Context: an optimization exercise on an open-source flow, tuned for small area, a short achievable clock period and few clock cycles per item. The choices shown serve that exercise and are no tape-out recipe. Where RTL was checked, it was by simulation tests only, not by an equivalence proof against the original. Only the layout flow was run in runs 1 to 3; the RTL was not checked for function there. The clock input has no modelled driver; a real chip could not lean on it and would need a root buffer or a full tree. No activity file was given, so power comes from the tool's default toggle rates.

==> config.mk <==
export PLATFORM = sky130hd
export DESIGN_NAME = lzss_decoder
export DESIGN_NICKNAME = lzss_decoder
export VERILOG_FILES = /design/flow/design.v
export SDC_FILE = /design/flow/constraint.sdc
export NUM_CORES = 4
export LEC_CHECK = 0
export CAP_MARGIN = 20
export CORE_MARGIN = 2
export CORE_UTILIZATION = 75
export CTS_CLUSTER_DIAMETER = 60
export CTS_CLUSTER_SIZE = 15
export SETUP_SLACK_MARGIN = 3.25
export SLEW_MARGIN = 20
==> constraint.sdc <==
create_clock -name core_clock -period 5.0 [get_ports {clk}]
set_input_delay 1.0000 -clock core_clock [delete_from_list [all_inputs] [get_ports {clk}]]
set_output_delay 1.0000 -clock core_clock [all_outputs]
set_load 0.01 [all_outputs]
==> design.v <==
`timescale 1ns / 1ps
module lzss_decoder (
  input logic rst_,
  input logic clk,
  input logic literal,
  input logic data_ready,
  input logic [3*8-1:0] data_in,
  output logic new_data_ready,
  output logic data_valid,
  output logic [8-1:0] data_out
);
  localparam int WIN = 56;
  logic       t_valid;     
  logic       t_lit;       
  logic       t_copy;      
  logic       t_len1;      
  logic       t_off0;      
  logic [7:0] t_byte;      
  logic [7:0] t_len;
  logic [7:0] ring [WIN-1:0];
  logic [7:0] rem;       
  logic       act;       
  logic       last;      
  logic       rep;       
  logic       empty;     
  logic [5:0] rot;       
  logic       lit;       
  logic [7:0] e_byte;    
  logic [7:0] lo_a;      
  logic [7:0] lo_b;      
  logic [6:0] hi;        
  logic       accept;
  logic       e_load;
  logic       in_far;
  logic       in_copy;
  logic       nxt_act;
  logic       nxt_last;
  logic       nxt_empty;
  logic [5:0] nxt_rot;
  logic       nxt_rem_ge2;
  logic       nxt_rem_eq2;
  logic       act2, last2, empty2, rot2_55;
  logic [7:0] byte_out;
  assign accept   = data_ready & new_data_ready;
  assign e_load   = t_valid;
  assign in_far   = (|data_in[15:6]) | (data_in[5:3] == 3'b111);
  assign in_copy  = !literal && !in_far && data_in[23:16] != 8'd0;
  assign data_out = ring[0];
  always_comb begin
    byte_out = lit ? e_byte : 8'd0;
    for (int j = 0; j < 7; j++) begin
      logic [7:0] grp;
      grp = 8'd0;
      for (int k = 0; k < 8; k++)
        for (int b = 0; b < 8; b++)
          grp[b] = grp[b] | ((b % 2 == 0 ? lo_a[k] : lo_b[k]) & ring[8*j+k][b]);
      byte_out = byte_out | (hi[j] ? grp : 8'd0);
    end
  end
  always_comb begin
    nxt_act     = e_load ? (t_lit || t_copy) : (act && rem >= 8'd2);
    nxt_last    = e_load ? (t_lit || (t_copy && t_len1)) : (act && rem == 8'd2);
    nxt_empty   = empty & !act;
    nxt_rot     = (act || empty || rot == 6'(WIN-1)) ? 6'd0 : rot + 6'd1;
    nxt_rem_ge2 = e_load ? (!t_lit && t_copy && t_len >= 8'd2) : rem >= 8'd3;
    nxt_rem_eq2 = e_load ? (!t_lit && t_copy && t_len == 8'd2) : rem == 8'd3;
    act2        = accept ? (literal || in_copy) : (nxt_act && nxt_rem_ge2);
    last2       = accept ? (literal || (in_copy && data_in[23:16] == 8'd1)) : (nxt_act && nxt_rem_eq2);
    empty2      = nxt_empty & !nxt_act;
    rot2_55     = !act && !empty && rot == 6'(WIN-3) && !nxt_act;
  end
  always_ff @(posedge clk) begin
    t_lit  <= literal;
    t_copy <= in_copy;
    t_len1 <= data_in[23:16] == 8'd1;
    t_off0 <= data_in[5:0] == 6'd0;
    t_byte <= data_in[7:0];
    t_len  <= data_in[23:16];
  end
  always_ff @(posedge clk) begin
    ring[0] <= byte_out;
    for (int i = WIN-1; i >= 1; i--) ring[i] <= ring[i-1];
  end
  always_ff @(posedge clk) begin
    e_byte[7:6] <= t_byte[7:6];
    e_byte[5:0] <= e_load ? t_byte[5:0] : e_byte[5:0] - 6'd1;
  end
  always_ff @(posedge clk) begin
    if (e_load) begin
      if (t_lit)       rem <= 8'd1;
      else if (t_copy) rem <= t_len;
      else             rem <= 8'd0;
    end else begin
      rem <= rem - 8'd1;
    end
  end
  always_ff @(posedge clk) begin
    if (!rst_) begin
      lit  <= 1'b0;
      lo_a <= 8'h80;
      lo_b <= 8'h80;
      hi   <= 7'h40;
    end else if (e_load) begin
      lit <= t_lit;
      for (int k = 0; k < 8; k++) begin
        lo_a[k] <= t_copy ? t_byte[2:0] == 3'(k) : (k == 7 && !t_lit);
        lo_b[k] <= t_copy ? t_byte[2:0] == 3'(k) : (k == 7 || t_lit);
      end
      for (int j = 0; j < 7; j++) hi[j] <= t_copy ? t_byte[5:3] == 3'(j) : (j == 6 && !t_lit);
    end else if (last) begin
      lit  <= 1'b0;
      lo_a <= 8'h80;
      lo_b <= 8'h80;
      hi   <= 7'h40;
    end else if (rep) begin
      lit  <= 1'b0;
      lo_a <= 8'h01;
      lo_b <= 8'h01;
      hi   <= 7'h01;
    end
  end
  always_ff @(posedge clk) begin
    if (!rst_) begin
      t_valid        <= 1'b0;
      act            <= 1'b0;
      last           <= 1'b0;
      rep            <= 1'b0;
      empty          <= 1'b1;
      rot            <= 6'd0;
      new_data_ready <= 1'b1;
      data_valid     <= 1'b0;
    end else begin
      t_valid        <= accept;
      act            <= nxt_act;
      last           <= nxt_last;
      rep            <= e_load ? (t_copy && t_off0 && !t_len1)
                               : (act && rem >= 8'd3 && e_byte[5:0] == 6'd1);
      empty          <= nxt_empty;
      rot            <= nxt_rot;
      new_data_ready <= last2 || (!act2 && (empty2 || rot2_55));
      data_valid     <= act;
    end
  end
endmodule
==> flow/run.sh <==
#!/bin/bash
set -euo pipefail
R=orfs/results/${FLOW_PLATFORM}/lzss_decoder/base
bash standard.sh "BUFFER_PORTS_ARGS=-buffer_cell sky130_fd_sc_hd__buf_1" cts > 1_standard_to_cts.log 2>&1
cp $R/4_cts.odb $R/4_cts_orig.odb
R=$R openroad -no_init -exit flow/flatten_clock_tree.tcl > 2_flatten_clock_tree.log 2>&1
bash standard.sh finish > 3_standard_finish.log 2>&1
==> flow/flatten_clock_tree.tcl <==
# Clean up the clock tree that CTS built, then re-legalise the placement:
# 2. remove the dummy loads CTS added to balance the tree (cells on a clock net
#    whose output drives nothing);
# 3. give each leaf buffer (one that drives flip-flops) the smallest clock
#    buffer that keeps the slew at its flip-flops' clock pins under SLEW_PS.
set P $::env(FLOW_HOME)/platforms/$::env(FLOW_PLATFORM)
set R $::env(R)
set SLEW_PS 90
read_db $R/4_cts_orig.odb
read_liberty $P/lib/sky130_fd_sc_hd__tt_025C_1v80.lib
read_sdc $R/4_cts.sdc
source $P/setRC.tcl

set block [ord::get_db_block]
set db [ord::get_db]
set clknet [$block findNet clk]

# 1. top levels
while {1} {
  set tops {}
  set next 0
  foreach it [$clknet getITerms] {
    set inst [$it getInst]
    if {![string match "*clkbuf*" [[$inst getMaster] getName]]} { set next 99; break }
    lappend tops $inst
    foreach lit [[[$inst findITerm X] getNet] getITerms] {
      if {[$lit getInst] ne $inst} { incr next }
    }
  }
  if {$next > 4} { break }
  foreach inst $tops {
    set net [[$inst findITerm X] getNet]
    foreach lit [$net getITerms] {
      if {[$lit getInst] eq $inst} { continue }
      $lit disconnect
      $lit connect $clknet
    }
    [$inst findITerm A] disconnect
    [$inst findITerm X] disconnect
    puts "removed [$inst getName] ([[$inst getMaster] getName]), net [$net getName]"
    odb::dbInst_destroy $inst
    odb::dbNet_destroy $net
  }
}
puts "clock port now drives [llength [$clknet getITerms]] cells"

# the clock buffers, level by level from the port
set bufs {}
set front [list $clknet]
while {[llength $front]} {
  set nfront {}
  foreach net $front {
    foreach it [$net getITerms] {
      if {![$it isInputSignal]} { continue }
      set inst [$it getInst]
      set m [[$inst getMaster] getName]
      if {[string match "*clkbuf*" $m] || [string match "*clkinv*" $m]} {
        set out "NULL"
        foreach o [$inst getITerms] {
          if {[$o isOutputSignal]} { set out [$o getNet] }
        }
        # 2. dummy loads
        if {$out eq "NULL" || [llength [$out getITerms]] < 2} {
          puts "removed dummy load [$inst getName] ($m)"
          foreach o [$inst getITerms] { if {[$o getNet] ne "NULL"} { $o disconnect } }
          odb::dbInst_destroy $inst
          if {$out ne "NULL"} { odb::dbNet_destroy $out }
          continue
        }
        lappend bufs $inst
        lappend nfront $out
      }
    }
  }
  set front $nfront
}

# 3. leaf buffers
set_propagated_clock [all_clocks]
estimate_parasitics -placement
proc sink_slew {inst} {
  set worst 0
  set net [[$inst findITerm X] getNet]
  foreach it [$net getITerms] {
    if {[$it getInst] eq $inst} { continue }
    set pin [get_pins -of_objects [get_cells [[$it getInst] getName]] -filter "name == [[$it getMTerm] getName]"]
    foreach s [list [get_property $pin slew_max_rise] [get_property $pin slew_max_fall]] {
      if {$s > $worst} { set worst $s }
    }
  }
  return $worst
}
set big [$db findMaster sky130_fd_sc_hd__clkbuf_16]
foreach inst $bufs {
  set leaf 1
  foreach it [[[$inst findITerm X] getNet] getITerms] {
    if {[$it getInst] ne $inst && [string match "*clkbuf*" [[[$it getInst] getMaster] getName]]} { set leaf 0 }
  }
  if {!$leaf} { continue }
  set orig [$inst getMaster]
  foreach m {sky130_fd_sc_hd__clkbuf_4 sky130_fd_sc_hd__clkbuf_8} {
    $inst swapMaster [$db findMaster $m]
    estimate_parasitics -placement
    set s [expr {[sink_slew $inst] * 1000.0}]
    if {$s <= $SLEW_PS} {
      puts "leaf [$inst getName]: $m (sink slew [format %.1f $s] ps)"
      break
    }
    $inst swapMaster $orig
  }
}
estimate_parasitics -placement
detailed_placement
check_placement -verbose
estimate_parasitics -placement
report_clock_latency
report_worst_slack -max
report_worst_slack -min
write_db $R/4_cts.odb
==> standard.sh <==
#!/bin/bash
# synth_recipe.tcl (not shown) runs the flow's synth.tcl, then flattens the netlist and writes it again
# the make line also repeats each setting of config.mk as NAME=value (left out here)
make -C /OpenROAD-flow-scripts/flow DESIGN_CONFIG=/design/flow/config.mk WORK_HOME=/design/flow/orfs CLKGATE_MAP_FILE= SYNTH_SCRIPT=/design/flow/synth_recipe.tcl "${@:-finish}"
==> results of run 1 <==
## cell type report
class | count | area (um2) | area share [%]
timing repair inverter | 1 | 5.005 | 0.03253
clock buffer | 39 | 649.4 | 4.221
sequential | 521 | 10450 | 67.91
inverter | 11 | 45.04 | 0.2928
multi-input combinational | 514 | 3505 | 22.78
tap | 234 | 292.8 | 1.903
timing repair buffer | 63 | 410.4 | 2.667
clock inverter | 1 | 30.03 | 0.1952
## sequential cells by signal (all words and copies together), names as in the netlist, 6 cells and up
signal / flops
e_byte: 8
hi: 7
lo_a: 8
lo_b: 8
rem: 8
ring: 448
rot: 6
t_byte: 8
t_len: 8
## metal layers
| metal | up-vias | GRT usage, % | share of wire, % |
|---|---|---|---|
| met5 | - | 0 | 0 |
| met3 | 47 | 4.387 | 6.3 |
| met1 | 4599 | 43.74 | 44 |
| met4 | 0 | 9.737 | 1.8 |
| li1 | 4177 | - | - |
| met2 | 359 | 52.10 | 48 |
## path summary, 6_finish.rpt
| kind | endpoint | cells after the start |
|---|---|---|
| worst max-delay path | new_data_ready$_SDFF_PN1_ | 5 |
| worst max register to register | new_data_ready$_SDFF_PN1_ | 5 |
| worst min-delay path | ring[44][2]$_DFF_P_ | 0 |
| worst min register to register | ring[44][2]$_DFF_P_ | 0 |
## per-stage QoR
stage	cells	utilization [%]	area (um2)	hold slack, ns
after floorplan	1112	-	14200	0.3096
after global placement	1333	77.80	14500	0.3330
after detailed placement	1334	77.84	14510	0.3364
after CTS	1386	84.41	15740	0.3391
after global routing	1384	82.53	15390	0.3362
final	1384	82.53	15390	0.3313
## kinds of logic after synthesis
group                    share of synthesized area (%)
multiplexers                                   0.07051
flip-flops                                       73.47
AND/OR/NAND/NOR                                  6.963
XOR/XNOR                                        0.8637
buffers and inverters                            2.036
adder cells (fa/ha/maj)                         0.6169
AO/OA/AOI/OAI                                    15.98
## power groups by stage
stage / Clock [mW] / Combinational, mW / Sequential [mW]
global route: 2.27 / 0.365 / 4.65
CTS: 2.80 / 0.322 / 4.62
finish: 2.10 / 0.330 / 4.62
detailed placement: 0 / 0.295 / 4.70
floorplan: 0 / 0.226 / 4.62
global placement: 0 / 0.287 / 4.69
## Yosys cell counts (5+ instances only)
cell type	number
sky130_fd_sc_hd__dfxtp_1	521
sky130_fd_sc_hd__a22oi_1	260
sky130_fd_sc_hd__nand4_1	66
sky130_fd_sc_hd__clkbuf_1	62
sky130_fd_sc_hd__nor2_1	41
sky130_fd_sc_hd__nand2_1	23
sky130_fd_sc_hd__a21oi_1	16
sky130_fd_sc_hd__o21ai_0	16
sky130_fd_sc_hd__inv_1	11
sky130_fd_sc_hd__nor3_1	10
sky130_fd_sc_hd__xnor2_1	10
sky130_fd_sc_hd__ha_1	7
sky130_fd_sc_hd__nand3_1	6
sky130_fd_sc_hd__a211oi_1	5
sky130_fd_sc_hd__nor4_1	5
sky130_fd_sc_hd__or4_1	5
## critical path: cells and delay by family
family | cells | cell delay [ns]
AND/OR/NAND/NOR | 3 | 1.19
AO/OA/AOI/OAI | 1 | 0.12
buffers and inverters | 1 | 0.08
## timing repair
item | 4_1_cts | 5_1_grt
pin swaps | 3 | 1
setup buffers | 9 | 0
gates cloned | 1 | 0
setup endpoints to repair | 46 | 35
resized for setup | 35 | 8
==> impl_metrics.py, run 1 <==
metrics = {
    "outcome": {
        "outcome": "no timing/DRC/antenna violations",
    },
    "drt": {
        "detailedRoute.firstPassIterationCount": 6,
        "drcViolationCount": 0,
        "routed_via_density": 6.634,
        "routed_wirelength_um": 31580,
        "detail_route.iter0.violations": 764,
        "vias": 9182,
        "post_dr_wirelength_cell_um": 22.81,
        "drt.antenna.violating_nets": 0,
    },
    "floorplanning": {
        "fp.coreArea_um2": 18640,
        "chipWidth_um": 141.6,
        "floorplan.io_pins": 38,
        "die_area_um2": 20040,
        "start_util_pct": 76.15,
        "die_y_um": 141.6,
        "floorplan.rows": 50,
    },
    "critical_path": {
        "setup.reg_to_reg.worst_slack_ns": 3.29,
        "r2r-start": "rem[0]$_DFF_P_",
        "cp-end-kind": "flip-flop",
        "arrival_ns": 2.39,
        "worstSetupPathType": "in -> reg",
        "cp_cell_sequence": "buf_1 -> or4_4 -> nor4_4 -> a311oi_1 -> or4_1",
        "launching_element_of_the_worst_setup_path": "data_in[8]",
        "cp_data_required_time_ns": 5.19,
        "max_stage_delay_ns": 0.55,
        "setup.worst_path.start_class": "input pin",
        "worst_path_max_delay_cell": "sky130_fd_sc_hd__or4_4",
        "critical_path.max_fanout": 2,
    },
    "hold_path": {
        "hold_path_class": "reg -> reg",
        "hold_start": "ring[43][2]$_DFF_P_",
    },
    "cells_and_area": {
        "final_cell_mix": "sky130_fd_sc_hd__dfxtp_1, sky130_fd_sc_hd__a22oi_1, sky130_fd_sc_hd__nand4_1",
        "nFillCells": 984,
        "share_of_layout_cells_above_drive_strength_1_pct": 8.957,
        "nets": 1186,
        "insertedDiodeCount": 0,
        "layout-area-overhead-vs-synth_pct": 8.382,
        "most_common_cell_after_layout_fill_and_taps_aside": "sky130_fd_sc_hd__dfxtp_1",
    },
    "pwr": {
        "pwr-share-clk_pct": 29.8,
        "ir_worst_vdd_uv": 376.2,
        "totalPowerFinal_mw": 7.059,
        "leakage_nw": 5.689,
        "power_density_nw_per_um2": 458.8,
        "sw_frac_of_total_pct": 22.11,
        "p_sw_mw": 1.561,
        "intPower_mw": 5.498,
        "power_frac_seq_pct": 65.5,
        "p_comb_share_pct": 4.7,
    },
    "global_route": {
        "globalRouteOverflowTotal": 0,
        "grt_max_degree": 30,
        "antenna_violations_before_repair": 0,
        "first_pass_grt_wire_length_um": 49780,
        "vias_in_the_first_global_route": 9460,
        "grt_util_all_layers_pct": 31.50,
    },
    "timing": {
        "drv_slew": 0,
        "setup_viol_count_final": 0,
        "worst_slew_margin_rel_pct": 47.04,
        "fin_crit_ns": 2.194,
        "setup-tns-final_ns": 0,
        "rsz_0062_raised_after_global_routing": "true",
        "timing.final.crit_share_pct": 43.88,
        "max_clock_freq_ghz": 0.4558,
        "worst_clock_skew_ns": 0.02364,
        "hold_viol_final": 0,
        "timing_worst_slew_pin_value_ns": 0.7932,
        "post-route-worst-setup-slack_ns": 2.806,
    },
    "logic_synthesis": {
        "post_synth_main_area_contributors": "sky130_fd_sc_hd__dfxtp_1, sky130_fd_sc_hd__a22oi_1, sky130_fd_sc_hd__nand4_1",
        "yosys_register_bits": 521,
        "post_synth.cell_area_avg_um2": 12.77,
        "synth-edff-count": 0,
        "ys.flop_type": "sky130_fd_sc_hd__dfxtp_1",
        "synth_seq_area_share_pct": 73.47,
        "synth.net_count": 1147,
        "top_cell_type_by_total_area_after_synthesis": "sky130_fd_sc_hd__dfxtp_1",
        "synth_cell_type_count": 44,
        "synth.cell_area_um2": 14200,
        "syn_inst": 1112,
        "async_flop_share_pct": 0,
        "yosys_warnings": 2,
        "synth_top_cell_area_share_pct": 73.47,
    },
    "placement": {
        "port-buffer-count": 37,
        "hpwl_detailed_um": 17300,
        "gpl.final_weighted_congestion": 0.7694,
        "place_ws_ns": 2.220,
    },
    "clock_network": {
        "clock_tree_from_tritoncts": "built",
        "ctsLongestPathBuffers": 3,
        "clkSlewWorstSetupHoldPaths_ns": 0.09,
        "clock-root-buffer": "sky130_fd_sc_hd__clkbuf_16",
        "numCtsBuffers": 40,
        "htreeDepth": 2,
        "later_pin_clock_latency_in_the_skew_report_ns": 0.34,
        "cts_sinks": 521,
        "holdBufCountCts": 0,
    },
    "job": {
        "maxCapViolations": 0,
    },
}
==> inputs of run 2 (changes only) <==
--- a/config.mk
+++ b/config.mk
@@ -9,6 +9,6 @@
 export CORE_MARGIN = 2
-export CORE_UTILIZATION = 75
+export CORE_UTILIZATION = 65
 export CTS_CLUSTER_DIAMETER = 60
 export CTS_CLUSTER_SIZE = 15
-export SETUP_SLACK_MARGIN = 3.25
+export SETUP_SLACK_MARGIN = 3.2
 export SLEW_MARGIN = 20
==> run 2 against run 1 <==
Still clean. Sequential power barely moved. Sequential cell count is the same. Total power shrank 0.49%. Sequential share of layout area is essentially flat. Critical path depth stayed put. Hold slack got worse by 0.0088 ns. Combinational power hardly changed.
==> impl_metrics.py, run 2 <==
metrics = {
    "timing": {
        "drv_slew": 0,
        "setup_viol_count_final": 0,
        "timing.final.crit_share_pct": 43.92,
        "rsz_0062_raised_after_global_routing": "true",
        "worst_slew_margin_rel_pct": 49.82,
        "timing_worst_slew_pin_value_ns": 0.7517,
        "setup-tns-final_ns": 0,
        "max_clock_freq_ghz": 0.4554,
        "worst_clock_skew_ns": 0.03495,
        "hold_viol_final": 0,
        "fin_crit_ns": 2.196,
    },
    "drt": {
        "routed_wirelength_um": 29710,
        "vias": 8826,
        "detail_route.iter0.violations": 624,
        "detailedRoute.firstPassIterationCount": 5,
        "post_dr_wirelength_cell_um": 20.87,
        "routed_via_density": 6.198,
        "drcViolationCount": 0,
        "drt.antenna.violating_nets": 0,
    },
    "logic_synthesis": {
        "top_cell_type_by_total_area_after_synthesis": "sky130_fd_sc_hd__dfxtp_1",
        "synth.cell_area_um2": 14200,
        "post_synth_main_area_contributors": "sky130_fd_sc_hd__dfxtp_1, sky130_fd_sc_hd__a22oi_1, sky130_fd_sc_hd__nand4_1",
        "syn_inst": 1112,
        "synth-edff-count": 0,
        "synthTopCellsByCount": "sky130_fd_sc_hd__dfxtp_1, sky130_fd_sc_hd__a22oi_1, sky130_fd_sc_hd__nand4_1",
        "synth_seq_area_share_pct": 73.47,
        "synth_top_cell_area_share_pct": 73.47,
        "synth.net_count": 1147,
        "async_flop_share_pct": 0,
        "post_synth.cell_area_avg_um2": 12.77,
        "ys.flop_type": "sky130_fd_sc_hd__dfxtp_1",
        "yosys_warnings": 2,
        "synth_cell_type_count": 44,
        "yosys_register_bits": 521,
        "yosysMostFrequentCell": "sky130_fd_sc_hd__dfxtp_1",
    },
    "cells_and_area": {
        "seqCellArea_um2": 10450,
        "largest_reg_flops": 448,
        "multi_input_comb_area_um2": 3508,
        "layout-area-overhead-vs-synth_pct": 8.373,
        "finalInstanceArea_um2": 15380,
        "final_cell_count_no_fill": 1424,
        "final_util_pct": 71.16,
        "share_of_layout_cells_above_drive_strength_1_pct": 8.129,
        "nFillCells": 1545,
        "final_cell_mix": "sky130_fd_sc_hd__dfxtp_1, sky130_fd_sc_hd__a22oi_1, sky130_fd_sc_hd__nand4_1",
        "insertedDiodeCount": 0,
        "largest-register": "ring",
        "most_common_cell_after_layout_fill_and_taps_aside": "sky130_fd_sc_hd__dfxtp_1",
        "nets": 1180,
    },
    "critical_path": {
        "setup.worst_path.end": "new_data_ready$_SDFF_PN1_",
        "r2r-start": "rem[0]$_DFF_P_",
        "setup.worst_path.start_class": "input pin",
        "arrival_ns": 2.38,
        "cp_data_required_time_ns": 5.18,
        "worstSetupPathType": "in -> reg",
        "setup.reg_to_reg.worst_slack_ns": 3.25,
        "launching_element_of_the_worst_setup_path": "data_in[11]",
        "worst_r2r_endpoint": "new_data_ready$_SDFF_PN1_",
        "critical_path.max_fanout": 2,
        "cp-end-kind": "flip-flop",
        "r2r_cells": 5,
    },
    "global_route": {
        "vias_in_the_first_global_route": 8535,
        "antenna_violations_before_repair": 0,
        "globalRouteOverflowTotal": 0,
        "first_pass_grt_wire_length_um": 46060,
        "grt_max_degree": 30,
        "grt_util_all_layers_pct": 25.86,
    },
    "placement": {
        "port-buffer-count": 37,
        "numPlacedInstances": 1379,
        "hpwl_detailed_um": 16430,
        "postPlaceCellArea_um2": 14560,
        "gpl.final_weighted_congestion": 0.7736,
    },
    "floorplanning": {
        "die_y_um": 151.8,
        "fp.coreArea_um2": 21620,
        "chipWidth_um": 151.8,
        "start_util_pct": 65.66,
        "floorplan.io_pins": 38,
        "floorplan.rows": 54,
        "die_area_um2": 23040,
    },
    "pwr": {
        "totalPowerFinal_mw": 7.024,
        "ir_worst_vdd_uv": 292.6,
        "leakage_nw": 5.649,
        "power_density_nw_per_um2": 456.6,
    },
    "clock_network": {
        "htreeDepth": 2,
        "ctsLongestPathBuffers": 3,
        "cts_sinks": 521,
        "clock_tree_from_tritoncts": "built",
        "later_pin_clock_latency_in_the_skew_report_ns": 0.34,
        "clock-root-buffer": "sky130_fd_sc_hd__clkbuf_16",
        "clkSlewWorstSetupHoldPaths_ns": 0.09,
        "numCtsBuffers": 40,
    },
    "outcome": {
        "outcome": "no timing/DRC/antenna violations",
    },
    "job": {
        "maxCapViolations": 0,
    },
    "hold_path": {
        "hold_path_class": "reg -> reg",
    },
}
[run 2: cell counts after synthesis]
Identical to the previous run, type by type.
[run 2: what timing repair did]
action | 4_1_cts | 5_1_grt
pin swaps | 0 | 3
resized for setup | 33 | 6
buffers inserted | 4 | 0
gates cloned | 1 | 0
endpoints found under the setup margin | 41 | 24
hold buffers | 0 | 0
[run 2: cells by family after synthesis]
logic type                 after synthesis  synth area share [%]
DFF                                    521                 73.47
AOI/OAI and AO/OA                      312                 15.98
and+or+nand+nor                        180                 6.963
buffers and inverters                   77                 2.036
xor gates and xnor gates                14                0.8637
adders and majority gates                7                0.6169
muxes                                    1               0.07051
[run 2: where the power goes]
part           switching, mW  internal (mW)  total (mW)
sequential             0.195           4.41        4.61
clock                   1.17          0.918        2.09
combinational          0.179          0.148       0.327
[run 2: how the worst min path moves through the flow]
stage                   startpoint                   to  slack (ns)  cells past startpoint
6_report       ring[45][7]$_DFF_P_  ring[46][7]$_DFF_P_        0.32                      0
5_1_grt        ring[45][7]$_DFF_P_  ring[46][7]$_DFF_P_        0.32                      0
4_1_cts        ring[18][0]$_DFF_P_  ring[19][0]$_DFF_P_        0.34                      0
3_5_place_dp    ring[2][2]$_DFF_P_   ring[3][2]$_DFF_P_        0.34                      0
3_3_place_gp   ring[38][5]$_DFF_P_  ring[39][5]$_DFF_P_        0.33                      0
2_1_floorplan    t_byte[6]$_DFF_P_    e_byte[6]$_DFF_P_        0.31                      0
[run 2: area by class of cell]
class	instances	share of cell area, %
Timing Repair inverter	1	0.03253
Multi-Input combinational cell	514	22.80
Sequential cell	521	67.92
Tap cell	280	2.277
Inverter	11	0.2928
Clock buffer	39	4.148
Clock inverter	1	0.1952
Timing Repair Buffer	57	2.334
[run 2: critical path, stage by stage]
cell,delay (ns)
sky130_fd_sc_hd__buf_1,0.07
sky130_fd_sc_hd__or4_4,0.54
sky130_fd_sc_hd__nor4_4,0.24
sky130_fd_sc_hd__a311oi_1,0.11
sky130_fd_sc_hd__or4_1,0.41
[run 2: routing by layer]
layer | GRT usage (%) | share of wire (%) | wire [um]
met1 | 38.26 | 47 | 14090
met5 | 0 | 0 | 0
met4 | 7.176 | 2.3 | 685
met2 | 40.16 | 45 | 13340
met3 | 3.473 | 5.4 | 1595
[run 2: metrics by stage]
step | worst slack, ns | hold WS [ns]
floorplan | 2.630 | 0.3096
global placement | 2.300 | 0.3325
detailed placement | 2.252 | 0.3359
CTS | 2.971 | 0.3423
global route | 2.735 | 0.3202
finish | 2.804 | 0.3225
==> inputs of run 3 (changes only) <==
--- a/design.v
+++ b/design.v
@@ -25,3 +25,2 @@
   logic       empty;     
-  logic [5:0] rot;       
   logic       lit;       
@@ -37,7 +36,3 @@
   logic       nxt_last;
-  logic       nxt_empty;
-  logic [5:0] nxt_rot;
-  logic       nxt_rem_ge2;
-  logic       nxt_rem_eq2;
-  logic       act2, last2, empty2, rot2_55;
+  logic       rem2_1, empty2;
   logic [7:0] byte_out;
@@ -60,12 +55,8 @@
   always_comb begin
-    nxt_act     = e_load ? (t_lit || t_copy) : (act && rem >= 8'd2);
-    nxt_last    = e_load ? (t_lit || (t_copy && t_len1)) : (act && rem == 8'd2);
-    nxt_empty   = empty & !act;
-    nxt_rot     = (act || empty || rot == 6'(WIN-1)) ? 6'd0 : rot + 6'd1;
-    nxt_rem_ge2 = e_load ? (!t_lit && t_copy && t_len >= 8'd2) : rem >= 8'd3;
-    nxt_rem_eq2 = e_load ? (!t_lit && t_copy && t_len == 8'd2) : rem == 8'd3;
-    act2        = accept ? (literal || in_copy) : (nxt_act && nxt_rem_ge2);
-    last2       = accept ? (literal || (in_copy && data_in[23:16] == 8'd1)) : (nxt_act && nxt_rem_eq2);
-    empty2      = nxt_empty & !nxt_act;
-    rot2_55     = !act && !empty && rot == 6'(WIN-3) && !nxt_act;
+    nxt_act  = e_load ? (t_lit || t_copy) : (act && rem >= 8'd2);
+    nxt_last = e_load ? (t_lit || (t_copy && t_len1)) : (act && rem == 8'd2);
+    rem2_1   = accept  ? literal
+             : t_valid ? (t_copy && t_len == 8'd2)
+             :           rem == 8'd3;
+    empty2   = empty && !act && !nxt_act && !accept;
   end
@@ -93,3 +84,3 @@
     end else begin
-      rem <= rem - 8'd1;
+      rem <= rem == 8'd0 ? 8'(WIN-1) : rem - 8'd1;
     end
@@ -128,3 +119,2 @@
       empty          <= 1'b1;
-      rot            <= 6'd0;
       new_data_ready <= 1'b1;
@@ -137,5 +127,4 @@
                                : (act && rem >= 8'd3 && e_byte[5:0] == 6'd1);
-      empty          <= nxt_empty;
-      rot            <= nxt_rot;
-      new_data_ready <= last2 || (!act2 && (empty2 || rot2_55));
+      empty          <= empty & !act;
+      new_data_ready <= rem2_1 || empty2;
       data_valid     <= act;
==> run 3 against run 2 <==
Global-route usage up 0.12 points. Cell count down 2.7%. Register-to-register slack better by 0.02 ns. Setup slack better by 0.37 ns. Total power up 1.2%. Critical path type is now reg -> out. Routed wire length down 2.2%. Maximum frequency up 21%. Die area down 1.4%. Hold slack better by 0.0046 ns. Sequential power about the same.
==> impl_metrics.py, run 3 <==
metrics = {
    "outcome": {
        "outcome": "no timing/DRC/antenna violations",
    },
    "critical_path": {
        "critical_path_depth": 1,
        "worst_r2r_endpoint": "act$_SDFF_PN0_",
        "launching_element_of_the_worst_setup_path": "ring[0][7]$_DFF_P_",
        "critical-path-top-delay-family": "flip-flops",
        "r2r-start": "rem[4]$_DFF_P_",
        "worst_path_max_delay_cell": "sky130_fd_sc_hd__dfxtp_2",
        "cp_data_required_time_ns": 4.00,
        "max_stage_delay_ns": 0.37,
        "r2r_cells": 4,
        "setup.worst_path.end": "data_out[7]",
        "arrival_ns": 0.82,
        "critical_path_buf_inv_count": 1,
        "setup.worst_path.start_class": "flip-flop",
        "setup.reg_to_reg.worst_slack_ns": 3.27,
        "cp_cell_sequence": "buf_6",
        "cp-end-kind": "primary output",
        "critical_path.max_fanout": 2,
        "worstSetupPathType": "reg -> out",
    },
    "logic_synthesis": {
        "synth_seq_area_share_pct": 73.70,
        "synth_top_family_by_area": "compound AO/OA/AOI/OAI gates",
        "synthesized_area_fraction_occupied_by_and_or_nand_nor_cells_pct": 6.896,
        "synth.cell_area_um2": 13990,
        "synth_top_cell_area_share_pct": 73.70,
        "yosys_register_bits": 515,
        "ys.flop_type": "sky130_fd_sc_hd__dfxtp_1",
        "synthTopCellsByCount": "sky130_fd_sc_hd__dfxtp_1, sky130_fd_sc_hd__a22oi_1, sky130_fd_sc_hd__nand4_1",
        "post_synth.cell_area_avg_um2": 12.98,
        "muxShareOfSynthArea_pct": 0.07155,
        "synth.net_count": 1112,
        "synth_xor_xnor_area_share_pct": 0.4382,
        "synth-adder-area-share_pct": 0.5366,
        "yosys_warnings": 2,
        "top_cell_type_by_total_area_after_synthesis": "sky130_fd_sc_hd__dfxtp_1",
        "syn_inst": 1078,
        "async_flop_share_pct": 0,
        "yosysMostFrequentCell": "sky130_fd_sc_hd__dfxtp_1",
        "synth-edff-count": 0,
        "synth-compound-area-share_pct": 16.32,
        "post_synth_main_area_contributors": "sky130_fd_sc_hd__dfxtp_1, sky130_fd_sc_hd__a22oi_1, sky130_fd_sc_hd__nand4_1",
        "synth_cell_type_count": 45,
    },
    "drt": {
        "drt.antenna.violating_nets": 0,
        "routed_via_density": 6.090,
        "detailedRoute.firstPassIterationCount": 5,
        "detail_route.iter0.violations": 618,
        "vias": 8435,
        "post_dr_wirelength_cell_um": 20.97,
        "routed_wirelength_um": 29050,
        "drcViolationCount": 0,
    },
    "floorplanning": {
        "fp.coreArea_um2": 21090,
        "die_area_um2": 22710,
        "chipWidth_um": 150.7,
        "start_util_pct": 66.34,
        "die_y_um": 150.7,
        "floorplan.io_pins": 38,
        "floorplan.rows": 53,
    },
    "timing": {
        "worst_clock_skew_ns": 0.02120,
        "setup-tns-final_ns": 0,
        "timing.final.crit_share_pct": 36.43,
        "worst_slew_margin_rel_pct": 43.40,
        "hold_viol_final": 0,
        "drv_slew": 0,
        "rsz_0062_raised_after_global_routing": "true",
        "fin_crit_ns": 1.822,
        "setup_viol_count_final": 0,
        "timing_worst_slew_pin_value_ns": 0.8479,
        "max_clock_freq_ghz": 0.5490,
    },
    "placement": {
        "gpl.final_weighted_congestion": 0.7343,
        "port-buffer-count": 37,
        "hpwl_detailed_um": 16040,
        "numPlacedInstances": 1338,
    },
    "cells_and_area": {
        "largest_reg_flops": 448,
        "layout-area-overhead-vs-synth_pct": 8.586,
        "final_util_pct": 72.04,
        "largest-register": "ring",
        "insertedDiodeCount": 0,
        "final_cell_mix": "sky130_fd_sc_hd__dfxtp_1, sky130_fd_sc_hd__a22oi_1, sky130_fd_sc_hd__nand4_1",
        "multi_input_comb_area_um2": 3413,
        "seqCellArea_um2": 10330,
        "nFillCells": 1473,
        "share_of_layout_cells_above_drive_strength_1_pct": 8.468,
        "most_common_cell_after_layout_fill_and_taps_aside": "sky130_fd_sc_hd__dfxtp_1",
        "final_cell_count_no_fill": 1385,
        "nets": 1146,
    },
    "pwr": {
        "leakage_nw": 5.612,
        "ir_worst_vdd_uv": 278.1,
        "power_density_nw_per_um2": 467.9,
    },
    "job": {
        "maxCapViolations": 0,
    },
    "global_route": {
        "grt_util_all_layers_pct": 25.98,
        "first_pass_grt_wire_length_um": 46020,
        "antenna_violations_before_repair": 0,
        "grt_max_degree": 34,
        "vias_in_the_first_global_route": 8448,
        "globalRouteOverflowTotal": 0,
    },
    "hold_path": {
        "hold_path_class": "reg -> reg",
    },
    "clock_network": {
        "clkSlewWorstSetupHoldPaths_ns": 0.09,
        "cts_sinks": 515,
        "later_pin_clock_latency_in_the_skew_report_ns": 0.35,
    },
}
-- run 3: repair_timing --
item | 4_1_cts | 5_1_grt
endpoints found under the hold margin | 0 | 0
gates resized for setup | 31 | 4
pin swaps | 0 | 2
buffers inserted | 7 | 1
endpoints found under the setup margin | 12 | 16
hold buffers | 0 | 0
-- run 3: worst min path at each step --
stage,endpoint,from,cells after the start
after detailed placement,e_byte[6]$_DFF_P_,t_byte[6]$_DFF_P_,0
after CTS,e_byte[6]$_DFF_P_,t_byte[6]$_DFF_P_,0
final,ring[50][7]$_DFF_P_,ring[49][7]$_DFF_P_,0
after floorplan,e_byte[6]$_DFF_P_,t_byte[6]$_DFF_P_,0
after global routing,ring[34][4]$_DFF_P_,ring[33][4]$_DFF_P_,0
after global placement,e_byte[7]$_DFF_P_,t_byte[7]$_DFF_P_,0
-- run 3: cells by family after synthesis --
| family | count (synthesis) |
|---|---|
| DFF | 515 |
| AOI/OAI and AO/OA | 309 |
| and+or+nand+nor | 166 |
| buffers and inverters | 74 |
| xor gates and xnor gates | 7 |
| adders and majority gates | 6 |
| muxes | 1 |
-- run 3: layer usage --
layer | GRT usage, % | wire length [um] | vias up
met5 | 0 | 0 | -
met4 | 7.243 | 486 | 0
met2 | 39.50 | 12730 | 224
met1 | 39.11 | 14480 | 4110
met3 | 3.606 | 1358 | 36
li1 | - | - | 4065
-- run 3: area by class of cell --
class                      count  share of cell area, %
inverter                       8                 0.1977
tap                          275                  2.265
clock buffer                  39                  4.571
multi-input combinational    489                  22.47
sequential                   515                  67.98
timing repair buffer          59                  2.520
-- run 3: power breakdown --
group	total, mW	leakage [nW]	switching, mW	internal [mW]
clock network	2.13	0.352	1.18	0.950
logic	0.397	1.07	0.220	0.176
registers	4.58	4.19	0.204	4.37
-- run 3: through the flow --
step | power, mW | area (um2) | hold slack [ns] | worst slack (ns)
6_report | 7.108 | 15190 | 0.3271 | 3.178
5_1_grt | 7.372 | 15190 | 0.3333 | 3.161
4_1_cts | 7.776 | 15530 | 0.3457 | 2.993
3_5_place_dp | 5.037 | 14340 | 0.3302 | 2.596
3_3_place_gp | 5.029 | 14330 | 0.3273 | 2.609
2_1_floorplan | 4.871 | 13990 | 0.3096 | 3.309
==> inputs of run 4 (changes only) <==
--- a/design.v
+++ b/design.v
@@ -27,4 +27,3 @@
   logic [7:0] e_byte;    
-  logic [7:0] lo_a;      
-  logic [7:0] lo_b;      
+  logic [7:0] lo;        
   logic [6:0] hi;        
@@ -50,3 +49,3 @@
         for (int b = 0; b < 8; b++)
-          grp[b] = grp[b] | ((b % 2 == 0 ? lo_a[k] : lo_b[k]) & ring[8*j+k][b]);
+          grp[b] = grp[b] | (lo[k] & ring[8*j+k][b]);
       byte_out = byte_out | (hi[j] ? grp : 8'd0);
@@ -90,4 +89,3 @@
       lit  <= 1'b0;
-      lo_a <= 8'h80;
-      lo_b <= 8'h80;
+      lo   <= 8'h80;
       hi   <= 7'h40;
@@ -95,6 +93,3 @@
       lit <= t_lit;
-      for (int k = 0; k < 8; k++) begin
-        lo_a[k] <= t_copy ? t_byte[2:0] == 3'(k) : (k == 7 && !t_lit);
-        lo_b[k] <= t_copy ? t_byte[2:0] == 3'(k) : (k == 7 || t_lit);
-      end
+      for (int k = 0; k < 8; k++) lo[k] <= t_copy ? t_byte[2:0] == 3'(k) : k == 7;
       for (int j = 0; j < 7; j++) hi[j] <= t_copy ? t_byte[5:3] == 3'(j) : (j == 6 && !t_lit);
@@ -102,4 +97,3 @@
       lit  <= 1'b0;
-      lo_a <= 8'h80;
-      lo_b <= 8'h80;
+      lo   <= 8'h80;
       hi   <= 7'h40;
@@ -107,4 +101,3 @@
       lit  <= 1'b0;
-      lo_a <= 8'h01;
-      lo_b <= 8'h01;
+      lo   <= 8'h01;
       hi   <= 7'h01;
==> run 4 against run 3 <==
Utilization shrank 0.15 points. Synthesized area is 2.2% lower. Global-route usage down 0.062 points. Via count shrank 1.9%.
==> impl_metrics.py, run 4 <==
metrics = {
    "pwr": {
        "totalPowerFinal_mw": 7.024,
        "power_density_nw_per_um2": 469.2,
        "leakage_nw": 5.513,
        "ir_worst_vdd_uv": 292.6,
    },
    "floorplanning": {
        "die_area_um2": 22230,
        "start_util_pct": 65.73,
        "chipWidth_um": 149.1,
        "floorplan.rows": 53,
        "die_y_um": 149.1,
        "floorplan.io_pins": 38,
        "fp.coreArea_um2": 20820,
    },
    "placement": {
        "hpwl_detailed_um": 15150,
        "gpl.final_weighted_congestion": 0.7790,
        "numPlacedInstances": 1305,
        "port-buffer-count": 37,
        "place_ws_ns": 2.796,
        "postPlaceCellArea_um2": 14010,
    },
    "cells_and_area": {
        "layout-area-overhead-vs-synth_pct": 9.370,
        "nFillCells": 1505,
        "most_common_cell_after_layout_fill_and_taps_aside": "sky130_fd_sc_hd__dfxtp_1",
        "share_of_layout_cells_above_drive_strength_1_pct": 8.897,
        "final_util_pct": 71.89,
        "nets": 1112,
        "insertedDiodeCount": 0,
        "largest_reg_flops": 448,
        "largest-register": "ring",
        "final_cell_mix": "sky130_fd_sc_hd__dfxtp_1, sky130_fd_sc_hd__a22oi_1, sky130_fd_sc_hd__nand4_1",
        "final_cell_count_no_fill": 1354,
        "seqCellArea_um2": 10180,
        "multi_input_comb_area_um2": 3276,
        "finalInstanceArea_um2": 14970,
    },
    "timing": {
        "hold_viol_final": 0,
        "rsz_0062_raised_after_global_routing": "true",
        "timing_worst_slew_pin_value_ns": 0.8063,
        "worst_clock_skew_ns": 0.02677,
        "fin_crit_ns": 1.835,
        "setup_viol_count_final": 0,
        "worst_hold_margin_ns": 0.3287,
        "post-route-worst-setup-slack_ns": 3.165,
        "drv_slew": 0,
        "worst_slew_margin_rel_pct": 46.25,
        "timing.final.crit_share_pct": 36.71,
        "setup-tns-final_ns": 0,
        "max_clock_freq_ghz": 0.5449,
    },
    "hold_path": {
        "hold_path_class": "reg -> reg",
    },
    "critical_path": {
        "critical_path_buf_inv_count": 1,
        "critical_path.max_fanout": 3,
        "cp-end-kind": "primary output",
        "worst_path_max_delay_cell": "sky130_fd_sc_hd__dfxtp_4",
        "worstSetupPathType": "reg -> out",
        "cp_data_required_time_ns": 4.00,
        "critical-path-top-delay-family": "flip-flops",
        "max_stage_delay_ns": 0.37,
        "cp_cell_sequence": "buf_6",
        "setup.worst_path.start_class": "flip-flop",
        "arrival_ns": 0.84,
    },
    "drt": {
        "detailedRoute.firstPassIterationCount": 5,
        "drt.antenna.violating_nets": 0,
        "post_dr_wirelength_cell_um": 21.14,
        "vias": 8271,
        "drcViolationCount": 0,
        "routed_via_density": 6.109,
        "detail_route.iter0.violations": 662,
        "routed_wirelength_um": 28630,
    },
    "logic_synthesis": {
        "synth-edff-count": 0,
        "synth_top_cell_area_share_pct": 74.16,
        "synth_cell_type_count": 44,
        "synth_seq_area_share_pct": 74.16,
        "synth.cell_area_um2": 13690,
        "ys.flop_type": "sky130_fd_sc_hd__dfxtp_1",
        "muxShareOfSynthArea_pct": 0.07313,
        "async_flop_share_pct": 0,
        "post_synth_main_area_contributors": "sky130_fd_sc_hd__dfxtp_1, sky130_fd_sc_hd__a22oi_1, sky130_fd_sc_hd__nand4_1",
        "synth_top_family_by_area": "compound AO/OA/AOI/OAI gates",
        "synth_xor_xnor_area_share_pct": 0.4479,
        "synth.net_count": 1079,
        "top_cell_type_by_total_area_after_synthesis": "sky130_fd_sc_hd__dfxtp_1",
        "yosys_register_bits": 507,
        "synth-compound-area-share_pct": 16.35,
        "syn_inst": 1045,
        "synth-adder-area-share_pct": 0.5485,
        "post_synth.cell_area_avg_um2": 13.10,
        "yosysMostFrequentCell": "sky130_fd_sc_hd__dfxtp_1",
        "yosys_warnings": 2,
        "synthTopCellsByCount": "sky130_fd_sc_hd__dfxtp_1, sky130_fd_sc_hd__a22oi_1, sky130_fd_sc_hd__nand4_1",
        "synthesized_area_fraction_occupied_by_and_or_nand_nor_cells_pct": 6.399,
    },
    "clock_network": {
        "ctsLongestPathBuffers": 3,
        "clock-root-buffer": "sky130_fd_sc_hd__clkbuf_16",
        "cts_sinks": 507,
        "clkSlewWorstSetupHoldPaths_ns": 0.09,
        "htreeDepth": 2,
        "numCtsBuffers": 40,
        "holdBufCountCts": 0,
        "clock_tree_from_tritoncts": "built",
        "later_pin_clock_latency_in_the_skew_report_ns": 0.36,
    },
    "global_route": {
        "globalRoute.busiestLayer": "met2",
        "grt_use_met3_pct": 4.098,
        "globalRouteOverflowTotal": 0,
        "antenna_violations_before_repair": 0,
        "first_pass_grt_wire_length_um": 45470,
        "grt_util_all_layers_pct": 25.92,
        "global_route_met1_usage_pct": 38.74,
        "gr-usage-met2_pct": 40.25,
        "vias_in_the_first_global_route": 8550,
        "grt_max_degree": 58,
    },
    "job": {
        "maxCapViolations": 0,
    },
    "outcome": {
        "outcome": "no timing/DRC/antenna violations",
    },
}
-- run 4: cell families (layout without fill, tap and decap cells) --
logic type      count (synthesis)  count (layout)
compound gates                302             302
xor+xnor                        7               7
fa+ha+maj                       6               6
buf+inv                        72             106
flops                         507             507
mux                             1               1
simple gates                  150             150
-- run 4: final timing paths --
check                        end  slack (ns)                start  cells after the start
max reg2reg       rem[6]$_DFF_P_        3.28       rem[4]$_DFF_P_                      4
max                  data_out[0]        3.16   ring[0][0]$_DFF_P_                      1
min          ring[35][5]$_DFF_P_        0.33  ring[34][5]$_DFF_P_                      0
min reg2reg  ring[35][5]$_DFF_P_        0.33  ring[34][5]$_DFF_P_                      0
-- run 4: cell type report --
type                            instances  area share [%]
Inverter                               10          0.2508
Sequential cell                       507           68.03
Tap cell                              275           2.299
Clock inverter                          3          0.1755
Timing Repair Buffer                   54           2.574
Multi-Input combinational cell        466           21.88
Clock buffer                           39           4.789
-- run 4: report_power, final --
part | leakage (nW) | switching [mW] | internal [mW]
sequential | 4.13 | 0.190 | 4.29
combinational | 1.01 | 0.173 | 0.160
clock | 0.376 | 1.21 | 0.998
-- run 4: repair_timing --
action | CTS | global route
resized for setup | 33 | 13
pin swaps | 0 | 0
buffers inserted | 4 | 3
endpoints found under the setup margin | 17 | 30
gates cloned | 0 | 0
-- run 4: metal layers --
metal / share of wire, % / vias up
met5: 0 / -
met4: 1.4 / 0
met3: 5.2 / 40
met2: 45 / 219
met1: 49 / 4078
li1: - / 3934
Testbench counts of run 4, summed over its fixed seeds: cycles 20,582, bytes 20,566.
==> inputs of run 5 (changes only) <==
--- a/flow/flatten_clock_tree.tcl
+++ b/flow/flatten_clock_tree.tcl
@@ -7,3 +7,3 @@
 set R $::env(R)
-set SLEW_PS 90
+set SLEW_PS 110
 read_db $R/4_cts_orig.odb
==> run 5 against run 4 <==
Combinational power hardly changed. Cell area is 0.93% lower. Cell count stayed put. Largest cell class unchanged.
==> impl_metrics.py, run 5 <==
metrics = {
    "outcome": {
        "outcome": "no timing/DRC/antenna violations",
    },
    "logic_synthesis": {
        "synth-edff-count": 0,
        "synth.cell_area_um2": 13690,
        "synthesized_area_fraction_occupied_by_and_or_nand_nor_cells_pct": 6.399,
        "yosys_register_bits": 507,
        "yosys_warnings": 2,
        "synth_top_cell_area_share_pct": 74.16,
        "async_flop_share_pct": 0,
        "yosysMostFrequentCell": "sky130_fd_sc_hd__dfxtp_1",
        "synthTopCellsByCount": "sky130_fd_sc_hd__dfxtp_1, sky130_fd_sc_hd__a22oi_1, sky130_fd_sc_hd__nand4_1",
        "synth.net_count": 1079,
        "synth_xor_xnor_area_share_pct": 0.4479,
        "syn_inst": 1045,
        "synth-adder-area-share_pct": 0.5485,
        "synth-compound-area-share_pct": 16.35,
        "ys.flop_type": "sky130_fd_sc_hd__dfxtp_1",
        "top_cell_type_by_total_area_after_synthesis": "sky130_fd_sc_hd__dfxtp_1",
        "synth_top_family_by_area": "compound AO/OA/AOI/OAI gates",
        "synth_seq_area_share_pct": 74.16,
        "muxShareOfSynthArea_pct": 0.07313,
        "synth_cell_type_count": 44,
        "post_synth_main_area_contributors": "sky130_fd_sc_hd__dfxtp_1, sky130_fd_sc_hd__a22oi_1, sky130_fd_sc_hd__nand4_1",
        "post_synth.cell_area_avg_um2": 13.10,
    },
    "pwr": {
        "pwr-share-clk_pct": 29.0,
        "power_frac_seq_pct": 66.1,
        "sw_frac_of_total_pct": 22.78,
        "intPower_mw": 5.237,
        "ir_worst_vdd_uv": 292.2,
        "p_sw_mw": 1.545,
        "power_density_nw_per_um2": 457.3,
        "leakage_nw": 5.449,
        "p_comb_share_pct": 4.9,
    },
    "timing": {
        "worst_slew_margin_rel_pct": 45.65,
        "drv_slew": 0,
        "setup_viol_count_final": 0,
        "worst_hold_margin_ns": 0.3398,
        "timing.final.crit_share_pct": 36.58,
        "setup-tns-final_ns": 0,
        "worst_clock_skew_ns": 0.02417,
        "max_clock_freq_ghz": 0.5467,
        "timing_worst_slew_pin_value_ns": 0.8153,
        "rsz_0062_raised_after_global_routing": "true",
        "hold_viol_final": 0,
        "fin_crit_ns": 1.829,
    },
    "critical_path": {
        "worst_path_max_delay_cell": "sky130_fd_sc_hd__dfxtp_4",
        "worstSetupPathType": "reg -> out",
        "cp-end-kind": "primary output",
        "max_stage_delay_ns": 0.37,
        "critical_path.max_fanout": 3,
        "setup.reg_to_reg.worst_slack_ns": 3.24,
        "critical_path_buf_inv_count": 1,
        "cp_cell_sequence": "buf_6",
        "worst_r2r_endpoint": "new_data_ready$_SDFF_PN1_",
        "critical-path-top-delay-family": "flip-flops",
        "arrival_ns": 0.83,
        "r2r-start": "rem[4]$_DFF_P_",
        "setup.worst_path.start_class": "flip-flop",
        "cp_data_required_time_ns": 4.00,
        "critical_path_depth": 1,
        "r2r_cells": 4,
    },
    "global_route": {
        "first_pass_grt_wire_length_um": 45450,
        "vias_in_the_first_global_route": 8541,
        "grt_max_degree": 58,
        "globalRouteOverflowTotal": 0,
        "grt_util_all_layers_pct": 25.91,
        "antenna_violations_before_repair": 0,
    },
    "drt": {
        "post_dr_wirelength_cell_um": 21.11,
        "detailedRoute.firstPassIterationCount": 5,
        "drt.antenna.violating_nets": 0,
        "routed_wirelength_um": 28590,
        "routed_via_density": 6.121,
        "drcViolationCount": 0,
        "detail_route.iter0.violations": 609,
        "vias": 8288,
    },
    "cells_and_area": {
        "insertedDiodeCount": 0,
        "largest_reg_flops": 448,
        "final_util_pct": 71.22,
        "most_common_cell_after_layout_fill_and_taps_aside": "sky130_fd_sc_hd__dfxtp_1",
        "share_of_layout_cells_above_drive_strength_1_pct": 8.897,
        "seqCellArea_um2": 10190,
        "layout-area-overhead-vs-synth_pct": 8.356,
        "nFillCells": 1525,
        "multi_input_comb_area_um2": 3276,
        "largest-register": "ring",
        "final_cell_mix": "sky130_fd_sc_hd__dfxtp_1, sky130_fd_sc_hd__a22oi_1, sky130_fd_sc_hd__nand4_1",
        "nets": 1112,
    },
    "floorplanning": {
        "floorplan.rows": 53,
        "floorplan.io_pins": 38,
        "start_util_pct": 65.73,
        "fp.coreArea_um2": 20820,
        "chipWidth_um": 149.1,
        "die_y_um": 149.1,
        "die_area_um2": 22230,
    },
    "placement": {
        "port-buffer-count": 37,
        "hpwl_detailed_um": 15150,
        "gpl.final_weighted_congestion": 0.7790,
    },
    "hold_path": {
        "hold_path_class": "reg -> reg",
        "hold_start": "t_byte[7]$_DFF_P_",
        "hold_path_depth": 0,
        "min_delay_worst_endpoint": "e_byte[7]$_DFF_P_",
    },
    "clock_network": {
        "ctsLongestPathBuffers": 3,
        "cts_sinks": 507,
        "numCtsBuffers": 40,
        "htreeDepth": 2,
        "clock_tree_from_tritoncts": "built",
        "later_pin_clock_latency_in_the_skew_report_ns": 0.36,
        "clkSlewWorstSetupHoldPaths_ns": 0.09,
        "clock-root-buffer": "sky130_fd_sc_hd__clkbuf_16",
    },
    "job": {
        "maxCapViolations": 0,
    },
}
run 5: cell types whose count changed in the layout (fill, tap and decap cells not counted):
cell	before	now
sky130_fd_sc_hd__a21boi_0	1	0
sky130_fd_sc_hd__clkbuf_8	23	34
sky130_fd_sc_hd__clkbuf_16	16	4
sky130_fd_sc_hd__clkbuf_4	0	1
sky130_fd_sc_hd__dfxtp_4	4	5
sky130_fd_sc_hd__dfxtp_2	15	14
sky130_fd_sc_hd__a21boi_1	0	1
run 5: worst max path at each step:
stage / slack, ns / start / end
floorplan: 3.31 / data_in[21] / t_copy$_DFF_P_
global placement: 2.84 / rst_ / rep$_SDFF_PN0_
detailed placement: 2.80 / rst_ / rep$_SDFF_PN0_
CTS: 2.99 / ring[0][5]$_DFF_P_ / data_out[5]
global route: 3.15 / ring[0][5]$_DFF_P_ / data_out[5]
finish: 3.17 / ring[0][0]$_DFF_P_ / data_out[0]
run 5: what timing repair did:
| action | 4_1_cts | 5_1_grt |
|---|---|---|
| resized for setup | 33 | 15 |
| hold buffers | 0 | 0 |
| endpoints found under the setup margin | 17 | 32 |
| setup buffers | 4 | 3 |
| pin swaps | 0 | 1 |
| hold endpoints to repair | 0 | 0 |
run 5: kinds of logic after synthesis:
logic type / after synthesis
flops: 507
fa+ha+maj: 6
buf+inv: 72
simple gates: 150
mux: 1
compound gates: 302
xor+xnor: 7
run 5: area by class of cell:
type	count	area share, %
Clock inverter	3	0.1772
Inverter	10	0.2531
Tap cell	275	2.320
Timing Repair Buffer	54	2.598
Clock buffer	39	3.881
Sequential cell	507	68.68
Multi-Input combinational cell	466	22.09
run 5: power groups by stage:
stage / logic, mW / clock network (mW) / registers, mW
2_1_floorplan: 0.247 / 0 / 4.50
3_3_place_gp: 0.308 / 0 / 4.57
3_5_place_dp: 0.312 / 0 / 4.57
4_1_cts: 0.325 / 2.84 / 4.48
5_1_grt: 0.376 / 2.16 / 4.52
6_report: 0.332 / 1.97 / 4.48
run 5: metrics by stage:
stage               cell area, um2  worst slack, ns  instances  power (mW)
detailed placement           14010            2.796       1305       4.880
global route                 14830            3.146       1354       7.047
global placement             14010            2.841       1305       4.874
floorplan                    13690            3.309       1045       4.750
CTS                          15220            2.990       1357       7.649
finish                       14830            3.171       1354       6.782
run 5: metal layers:
metal	wire, um	track usage (%)	vias up
li1	-	-	3939
met1	13770	38.80	4060
met2	12840	40.21	251
met3	1638	4.098	38
met4	335	5.476	0
met5	0	0	-
==> inputs of run 6 (changes only) <==
--- a/config.mk
+++ b/config.mk
@@ -11,3 +11,3 @@
 export CTS_CLUSTER_DIAMETER = 60
-export CTS_CLUSTER_SIZE = 15
+export CTS_CLUSTER_SIZE = 20
 export SETUP_SLACK_MARGIN = 3.2
==> run 6 against run 5 <==
Setup slack worse by 0.070 ns. Clock power is 11% higher. Cell count is 0.37% lower. Still clean. Utilization up 0.64 points. Synthesized area did not move. Combinational power is 2% higher.
==> impl_metrics.py, run 6 <==
metrics = {
    "global_route": {
        "vias_in_the_first_global_route": 8318,
        "grt_util_all_layers_pct": 25.63,
        "global_route_met1_usage_pct": 39.10,
        "grt_use_met3_pct": 3.303,
        "globalRouteOverflowTotal": 0,
        "antenna_violations_before_repair": 0,
        "grt_max_degree": 58,
        "globalRoute.busiestLayer": "met2",
        "first_pass_grt_wire_length_um": 44990,
        "gr-usage-met2_pct": 39.49,
    },
    "clock_network": {
        "htreeDepth": 1,
        "cts_sinks": 507,
        "ctsLongestPathBuffers": 3,
        "clock-root-buffer": "sky130_fd_sc_hd__clkbuf_16",
        "clock_tree_from_tritoncts": "built",
        "clkSlewWorstSetupHoldPaths_ns": 0.11,
        "holdBufCountCts": 0,
        "later_pin_clock_latency_in_the_skew_report_ns": 0.44,
        "numCtsBuffers": 31,
    },
    "hold_path": {
        "hold_path_depth": 0,
        "hold_start": "ring[42][7]$_DFF_P_",
        "hold_path_class": "reg -> reg",
    },
    "placement": {
        "gpl.final_weighted_congestion": 0.7790,
        "port-buffer-count": 37,
        "place_ws_ns": 2.796,
        "hpwl_detailed_um": 15150,
    },
    "pwr": {
        "totalPowerFinal_mw": 7.019,
        "ir_worst_vdd_uv": 297.4,
        "sw_frac_of_total_pct": 22.48,
        "intPower_mw": 5.441,
        "p_comb_share_pct": 4.8,
        "p_sw_mw": 1.578,
        "power_density_nw_per_um2": 469.0,
        "pwr-share-clk_pct": 31.3,
        "power_frac_seq_pct": 63.9,
        "leakage_nw": 5.501,
    },
    "timing": {
        "setup-tns-final_ns": 0,
        "worst_slew_margin_rel_pct": 46.78,
        "rsz_0062_raised_after_global_routing": "true",
        "worst_hold_margin_ns": 0.3199,
        "worst_clock_skew_ns": 0.03090,
        "timing.final.crit_share_pct": 37.99,
        "fin_crit_ns": 1.899,
        "drv_slew": 0,
        "timing_worst_slew_pin_value_ns": 0.7973,
        "post-route-worst-setup-slack_ns": 3.101,
        "max_clock_freq_ghz": 0.5265,
        "hold_viol_final": 0,
        "setup_viol_count_final": 0,
    },
    "critical_path": {
        "worst_path_max_delay_cell": "sky130_fd_sc_hd__dfxtp_2",
        "max_stage_delay_ns": 0.37,
        "setup.reg_to_reg.worst_slack_ns": 3.24,
        "arrival_ns": 0.90,
        "r2r-start": "rem[3]$_DFF_P_",
        "critical_path_depth": 1,
        "launching_element_of_the_worst_setup_path": "ring[0][3]$_DFF_P_",
        "worstSetupPathType": "reg -> out",
        "cp-end-kind": "primary output",
        "cp_data_required_time_ns": 4.00,
        "setup.worst_path.start_class": "flip-flop",
        "cp_cell_sequence": "buf_6",
        "critical_path.max_fanout": 2,
        "critical_path_buf_inv_count": 1,
        "r2r_cells": 4,
        "critical-path-top-delay-family": "flip-flops",
    },
    "cells_and_area": {
        "final_util_pct": 71.87,
        "most_common_cell_after_layout_fill_and_taps_aside": "sky130_fd_sc_hd__dfxtp_1",
        "nFillCells": 1471,
        "largest_reg_flops": 448,
        "final_cell_mix": "sky130_fd_sc_hd__dfxtp_1, sky130_fd_sc_hd__a22oi_1, sky130_fd_sc_hd__nand4_1",
        "share_of_layout_cells_above_drive_strength_1_pct": 8.566,
        "largest-register": "ring",
        "layout-area-overhead-vs-synth_pct": 9.334,
        "nets": 1104,
        "insertedDiodeCount": 0,
        "multi_input_comb_area_um2": 3276,
        "seqCellArea_um2": 10190,
    },
    "drt": {
        "detail_route.iter0.violations": 628,
        "detailedRoute.firstPassIterationCount": 5,
        "post_dr_wirelength_cell_um": 21.33,
        "drcViolationCount": 0,
        "drt.antenna.violating_nets": 0,
        "routed_wirelength_um": 28780,
        "vias": 8319,
        "routed_via_density": 6.167,
    },
    "logic_synthesis": {
        "syn_inst": 1045,
        "post_synth_main_area_contributors": "sky130_fd_sc_hd__dfxtp_1, sky130_fd_sc_hd__a22oi_1, sky130_fd_sc_hd__nand4_1",
        "top_cell_type_by_total_area_after_synthesis": "sky130_fd_sc_hd__dfxtp_1",
        "yosys_register_bits": 507,
        "synth_seq_area_share_pct": 74.16,
        "ys.flop_type": "sky130_fd_sc_hd__dfxtp_1",
        "synth.cell_area_um2": 13690,
        "yosys_warnings": 2,
        "synth-edff-count": 0,
        "yosysMostFrequentCell": "sky130_fd_sc_hd__dfxtp_1",
        "async_flop_share_pct": 0,
        "synth_cell_type_count": 44,
        "synth.net_count": 1079,
        "synth_top_cell_area_share_pct": 74.16,
        "post_synth.cell_area_avg_um2": 13.10,
        "synthTopCellsByCount": "sky130_fd_sc_hd__dfxtp_1, sky130_fd_sc_hd__a22oi_1, sky130_fd_sc_hd__nand4_1",
    },
    "floorplanning": {
        "fp.coreArea_um2": 20820,
        "die_y_um": 149.1,
        "chipWidth_um": 149.1,
        "floorplan.io_pins": 38,
        "die_area_um2": 22230,
        "floorplan.rows": 53,
        "start_util_pct": 65.73,
    },
    "job": {
        "maxCapViolations": 0,
    },
    "outcome": {
        "outcome": "no timing/DRC/antenna violations",
    },
}
run 6: worst paths after layout:
check                                   end
setup / recovery                data_out[3]
hold reg to reg         ring[43][7]$_DFF_P_
setup reg to reg  new_data_ready$_SDFF_PN1_
hold / removal          ring[43][7]$_DFF_P_
run 6: stage by stage:
step / instances / area, um2
floorplan: 1045 / 13690
global placement: 1305 / 14010
detailed placement: 1305 / 14010
CTS: 1352 / 15040
global route: 1349 / 14960
finish: 1349 / 14960
run 6: logic make-up (layout without fill, tap and decap cells):
family          after synthesis  count (layout)  share of synthesized area [%]
compound gates              302             302                          16.35
xor+xnor                      7               7                         0.4479
fa+ha+maj                     6               6                         0.5485
buf+inv                      72             101                          2.029
flops                       507             507                          74.16
mux                           1               1                        0.07314
simple gates                150             150                          6.399
run 6: power by group through the flow:
stage          clock (mW)  combinational, mW  sequential (mW)
6_report             2.19              0.338             4.49
5_1_grt              2.38              0.381             4.52
4_1_cts              2.55              0.326             4.48
3_5_place_dp            0              0.312             4.57
3_3_place_gp            0              0.308             4.57
2_1_floorplan           0              0.247             4.50
run 6: what timing repair did:
| action | 4_1_cts | 5_1_grt |
|---|---|---|
| endpoints found under the hold margin | 0 | 0 |
| pin swaps | 0 | 3 |
| setup endpoints to repair | 17 | 31 |
| setup buffers | 4 | 4 |
| resized for setup | 32 | 15 |
run 6: area by class of cell:
| cell class | count | share of cell area, % |
|---|---|---|
| clock buffers | 30 | 4.114 |
| clock inverters | 6 | 0.6689 |
| inverters | 10 | 0.2508 |
| multi-input cells | 466 | 21.89 |
| flip-flops and latches | 507 | 68.07 |
| well taps | 275 | 2.299 |
| repair buffers | 55 | 2.709 |
run 6: layer usage:
metal / vias up / share of wire [%] / wire (um)
met1: 4101 / 48 / 13820
met2: 247 / 45 / 12960
met4: 0 / 1.6 / 467
met5: - / 0 / 0
li1: 3935 / - / -
met3: 36 / 5.3 / 1531
==> inputs of run 7 (changes only) <==
--- a/config.mk
+++ b/config.mk
@@ -10,4 +10,4 @@
 export CORE_UTILIZATION = 65
-export CTS_CLUSTER_DIAMETER = 60
-export CTS_CLUSTER_SIZE = 20
+export CTS_CLUSTER_DIAMETER = 50
+export CTS_CLUSTER_SIZE = 12
 export SETUP_SLACK_MARGIN = 3.2
==> run 7 against run 6 <==
Sequential share of layout area rose by 0.13 points. Cell area fell by 0.22%. Global-route usage rose by 0.63 points. Cell count rose by 0.89%. Clock power fell by 3%.
==> impl_metrics.py, run 7 <==
metrics = {
    "cells_and_area": {
        "most_common_cell_after_layout_fill_and_taps_aside": "sky130_fd_sc_hd__dfxtp_1",
        "final_cell_mix": "sky130_fd_sc_hd__dfxtp_1, sky130_fd_sc_hd__a22oi_1, sky130_fd_sc_hd__nand4_1",
        "share_of_layout_cells_above_drive_strength_1_pct": 9.484,
        "nets": 1120,
        "largest_reg_flops": 448,
        "largest-register": "ring",
        "insertedDiodeCount": 0,
    },
    "hold_path": {
        "min_delay_worst_endpoint": "ring[48][3]$_DFF_P_",
        "hold_path_depth": 0,
        "hold_start": "ring[47][3]$_DFF_P_",
        "hold_path_class": "reg -> reg",
    },
    "timing": {
        "hold_viol_final": 0,
        "setup_viol_count_final": 0,
        "rsz_0062_raised_after_global_routing": "true",
        "worst_clock_skew_ns": 0.02290,
    },
    "drt": {
        "routed_via_density": 6.103,
        "routed_wirelength_um": 29020,
        "drcViolationCount": 0,
        "post_dr_wirelength_cell_um": 21.32,
    },
    "logic_synthesis": {
        "post_synth_main_area_contributors": "sky130_fd_sc_hd__dfxtp_1, sky130_fd_sc_hd__a22oi_1, sky130_fd_sc_hd__nand4_1",
        "synth_seq_area_share_pct": 74.16,
        "post_synth.cell_area_avg_um2": 13.10,
        "synth.net_count": 1079,
        "yosys_register_bits": 507,
        "yosysMostFrequentCell": "sky130_fd_sc_hd__dfxtp_1",
        "async_flop_share_pct": 0,
    },
    "critical_path": {
        "setup.reg_to_reg.worst_slack_ns": 3.26,
        "worstSetupPathType": "reg -> out",
        "critical_path.max_fanout": 3,
        "r2r_cells": 4,
        "setup.worst_path.start_class": "flip-flop",
        "launching_element_of_the_worst_setup_path": "ring[0][0]$_DFF_P_",
        "cp_cell_sequence": "buf_6",
        "cp-end-kind": "primary output",
    },
    "global_route": {
        "first_pass_grt_wire_length_um": 45960,
        "grt_util_all_layers_pct": 26.27,
    },
    "placement": {
        "hpwl_detailed_um": 15150,
        "port-buffer-count": 37,
    },
    "floorplanning": {
        "floorplan.io_pins": 38,
        "fp.coreArea_um2": 20820,
        "die_y_um": 149.1,
        "floorplan.rows": 53,
        "start_util_pct": 65.73,
        "die_area_um2": 22230,
    },
    "pwr": {
        "sw_frac_of_total_pct": 22.68,
        "p_comb_share_pct": 4.8,
    },
    "clock_network": {
        "clock-root-buffer": "sky130_fd_sc_hd__clkbuf_16",
        "later_pin_clock_latency_in_the_skew_report_ns": 0.35,
    },
    "outcome": {
        "outcome": "no timing/DRC/antenna violations",
    },
}
==> run 7: cell count changes in the layout (fill, tap and decap cells not counted), moves of 2 or more <==
cell | before | now
sky130_fd_sc_hd__bufinv_16 | 2 | 0
sky130_fd_sc_hd__clkbuf_8 | 12 | 42
sky130_fd_sc_hd__dfxtp_1 | 486 | 488
sky130_fd_sc_hd__clkbuf_16 | 18 | 4
sky130_fd_sc_hd__dfxtp_2 | 17 | 15
==> run 7: cell families after synthesis <==
| logic type | share of synthesized area, % |
|---|---|
| AOI/OAI and AO/OA | 16.35 |
| xor gates and xnor gates | 0.4479 |
| buffers and inverters | 2.029 |
| DFF | 74.16 |
| muxes | 0.07314 |
| and+or+nand+nor | 6.399 |
| adders and majority gates | 0.5485 |
==> run 7: area by class of cell <==
| cell class | count | share of cell area, % |
|---|---|---|
| tap | 275 | 2.304 |
| multi-input combinational | 466 | 21.94 |
| sequential | 507 | 68.20 |
| clock inverter | 2 | 0.1341 |
| timing repair buffer | 54 | 2.581 |
| inverter | 10 | 0.2514 |
| clock buffer | 47 | 4.592 |
==> run 7: through the flow <==
stage	utilization (%)	instances	cell area [um2]	power (mW)	setup WS, ns
2_1_floorplan	-	1045	13690	4.750	3.309
5_1_grt	71.71	1361	14930	7.209	3.148
3_3_place_gp	67.31	1305	14010	4.874	2.841
6_report	71.71	1361	14930	6.947	3.169
4_1_cts	73.82	1360	15370	7.917	2.972
3_5_place_dp	67.31	1305	14010	4.880	2.796
==> run 7: per-layer routing <==
layer	share of wire (%)	GRT usage (%)
met2	45	40.39
met1	49	39.17
met3	4.6	3.884
met5	0	0
met4	1.6	7.143
==> run 7: power groups by stage <==
stage               combinational, mW  clock [mW]  sequential (mW)
floorplan                       0.247           0             4.50
global placement                0.308           0             4.57
detailed placement              0.312           0             4.57
CTS                             0.326        3.10             4.49
global route                    0.376        2.32             4.51
finish                          0.334        2.13             4.48
==> run 7: what timing repair did <==
item | in CTS | in global routing
setup buffers | 4 | 3
resized for setup | 32 | 14
endpoints found under the setup margin | 17 | 30
pin swaps | 0 | 0
hold endpoints to repair | 0 | 0
==> run 7: how the worst max path moves through the flow <==
stage                     end  slack (ns)  cells past startpoint
2_1_floorplan  t_copy$_DFF_P_        3.31                      3
3_3_place_gp   rep$_SDFF_PN0_        2.84                      5
6_report          data_out[0]        3.17                      1
5_1_grt           data_out[0]        3.15                      1
4_1_cts           data_out[0]        2.97                      1
3_5_place_dp   rep$_SDFF_PN0_        2.80                      5
